From an optimization exercise on the open Yosys and OpenROAD flow, aimed at small area and few clock cycles per item; shortcuts taken in it are not production practice.
The RTL was checked by simulation tests, not by an equivalence proof against the original design.
The flow treats the clock pin as an ideal source, which a real chip does not have.

Design SE, start of the top module:
module SE #(
    parameter integer DATAWIDTH = 16,
    parameter integer ARRAYLENGTH = 32
)
(
    input clk,
    input reset,
    input [(DATAWIDTH * ARRAYLENGTH) - 1 : 0] array_in,
    input valid_in,
    output [(DATAWIDTH * ARRAYLENGTH) - 1 : 0] array_out,
    output valid_out
);
    reg [2:0] vpipe;
    always @(posedge clk) vpipe <= {vpipe[1:0], valid_in} & ~{3{reset}};
    assign valid_out = vpipe[2];
    reg r1_in0;
    reg r1_in100;
    reg r1_in101;
    reg r1_in112;
    reg r1_in113;
    reg r1_in114;
    reg r1_in115;
    reg r1_in116;
    reg r1_in117;
    reg r1_in128;
    reg r1_in129;
    reg r1_in130;
    reg r1_in131;
    reg r1_in132;
    reg r1_in133;
    reg r1_in144;
    reg r1_in145;
    reg r1_in146;
    reg r1_in147;
    reg r1_in148;
    reg r1_in149;
    reg r1_in160;
    reg r1_in161;
    reg r1_in162;
    reg r1_in163;
    reg r1_in164;
    reg r1_in165;
    reg r1_in16;
    reg r1_in176;
    reg r1_in177;
    reg r1_in178;
    reg r1_in179;
    reg r1_in17;
    reg r1_in180;
    reg r1_in181;
    reg r1_in18;
    reg r1_in192;
  ...
Size: about 1000 I/O pins, roughly 230000 µm² of cells after synthesis.
export LEC_CHECK = 0
export CAP_MARGIN = 30
export CELL_PAD_IN_SITES_DETAIL_PLACEMENT = 1
export CELL_PAD_IN_SITES_GLOBAL_PLACEMENT = 1
export CORE_MARGIN = 2
export CORE_UTILIZATION = 33
export GPL_TIMING_DRIVEN = 0
export PLACE_DENSITY = 0.5
export SETUP_SLACK_MARGIN = 0.45
export SLEW_MARGIN = 30
export SYNTH_HIERARCHICAL = 1
export SYNTH_MINIMUM_KEEP_SIZE = 0
create_clock -name core_clock -period 5.5 [get_ports {clk}]
standard.sh (not shown) runs the stock make flow with config.mk's settings and CLKGATE_MAP_FILE= SYNTH_SCRIPT=/design/flow/synth_recipe.tcl, a recipe that flattens the netlist after the stock synthesis.
==> flow/flow/run.sh <==
#!/bin/bash
# The standard layout with two changes:
#  - the input and output ports are buffered with buf_2 cells instead of the
#    delay cells buffer_ports picks on its own;
#  - after clock tree synthesis (flow/post_cts.tcl) and after global routing
#    (flow/post_grt.tcl), more setup-repair passes run than the standard
#    steps do.
# Each step's output is in this folder's orfs/logs/ and all of it in
# standard.log.
set -euo pipefail
export BUFFER_PORTS_ARGS="-buffer_cell sky130_fd_sc_hd__buf_2"
export POST_CTS_TCL="$(pwd)/flow/post_cts.tcl"
export POST_GLOBAL_ROUTE_TCL="$(pwd)/flow/post_grt.tcl"
bash standard.sh > standard.log 2>&1
==> flow/flow/post_cts.tcl <==
# Extra setup repair after CTS: the standard flow's flow gives up after a few passes.
estimate_parasitics -placement
for {set i 0} {$i < 3} {incr i} {
  repair_timing -setup -setup_margin 0.65 -repair_tns 100 -max_passes 100 -match_cell_footprint
  estimate_parasitics -placement
  report_worst_slack
}
detailed_placement
check_placement -verbose
estimate_parasitics -placement
report_worst_slack
==> flow/flow/post_grt.tcl <==
# Extra setup repair with global-route parasitics: the standard step stops
# after a few passes.  Mirrors the standard step's own sequence (repair,
# incremental global route around detailed placement), then rewrites the
# route guides for the detailed router.
estimate_parasitics -global_routing
report_worst_slack
for {set i 0} {$i < 3} {incr i} {
  repair_timing -setup -setup_margin 0.6 -repair_tns 100 -max_passes 100 -match_cell_footprint
  global_route -start_incremental
  detailed_placement
  global_route -end_incremental
  estimate_parasitics -global_routing
  report_worst_slack
}
check_placement -verbose
write_guides $::env(RESULTS_DIR)/route.guide
Testbench counts at the start, summed over its fixed seeds: cycles 7,208, sorts 2,400.
Change:
--- a/flow/flow/post_cts.tcl
+++ b/flow/flow/post_cts.tcl
@@ -3,3 +3,3 @@
 for {set i 0} {$i < 3} {incr i} {
-  repair_timing -setup -setup_margin 0.65 -repair_tns 100 -max_passes 100 -match_cell_footprint
+  repair_timing -setup -setup_margin 0.45 -repair_tns 100 -max_passes 100 -match_cell_footprint
   estimate_parasitics -placement
--- a/flow/flow/post_grt.tcl
+++ b/flow/flow/post_grt.tcl
@@ -7,3 +7,3 @@
 for {set i 0} {$i < 3} {incr i} {
-  repair_timing -setup -setup_margin 0.6 -repair_tns 100 -max_passes 100 -match_cell_footprint
+  repair_timing -setup -setup_margin 0.4 -repair_tns 100 -max_passes 100 -match_cell_footprint
   global_route -start_incremental
- SETUP_SLACK_MARGIN: 0.45 -> 0.3
Maximum frequency falls by 5.2%; sequential cell count stays the same; cell area falls by about 1.1%; clock-buffer cell count does not change.

-- separate check: timing with driven ports --
In the flow no input, the clock included, has a driving cell. The finished layouts below were timed again as built, in two steps.
Step 1: set_driving_cell puts a clkbuf_16 on clk and a buf_2 on each other input, an assumption about the parent block.
Step 2 moves the port delays by t, midway between the first and last clock arrival at a register: inputs arrive t later, outputs are due t later. That takes back most of the time a late clock gives input paths.
Three values: no drivers, after step 1, after step 2; two values: the first two.
| run | t (ns) | setup WS [ns] | hold slack, ns | clock arrival spread, ns | worst data-port slew with drivers (ns) |
|---|---|---|---|---|---|
| the first run | 1.190 | 0.457 / 0.457 / -0.481 | 0.158 / 0.021 / 0.304 | 0.133 / 0.134 | 0.38 |
| the second run | 1.179 | 0.181 / 0.181 / -0.679 | 0.158 / 0.021 / 0.303 | 0.116 / 0.116 | 0.37 |
With both steps, setup timing fails in the first run and the second run, where it was met with ideal ports. For the first run, which loses most, drivers alone change the setup slack by 0.000 ns; drivers and shift together by -0.938 ns.
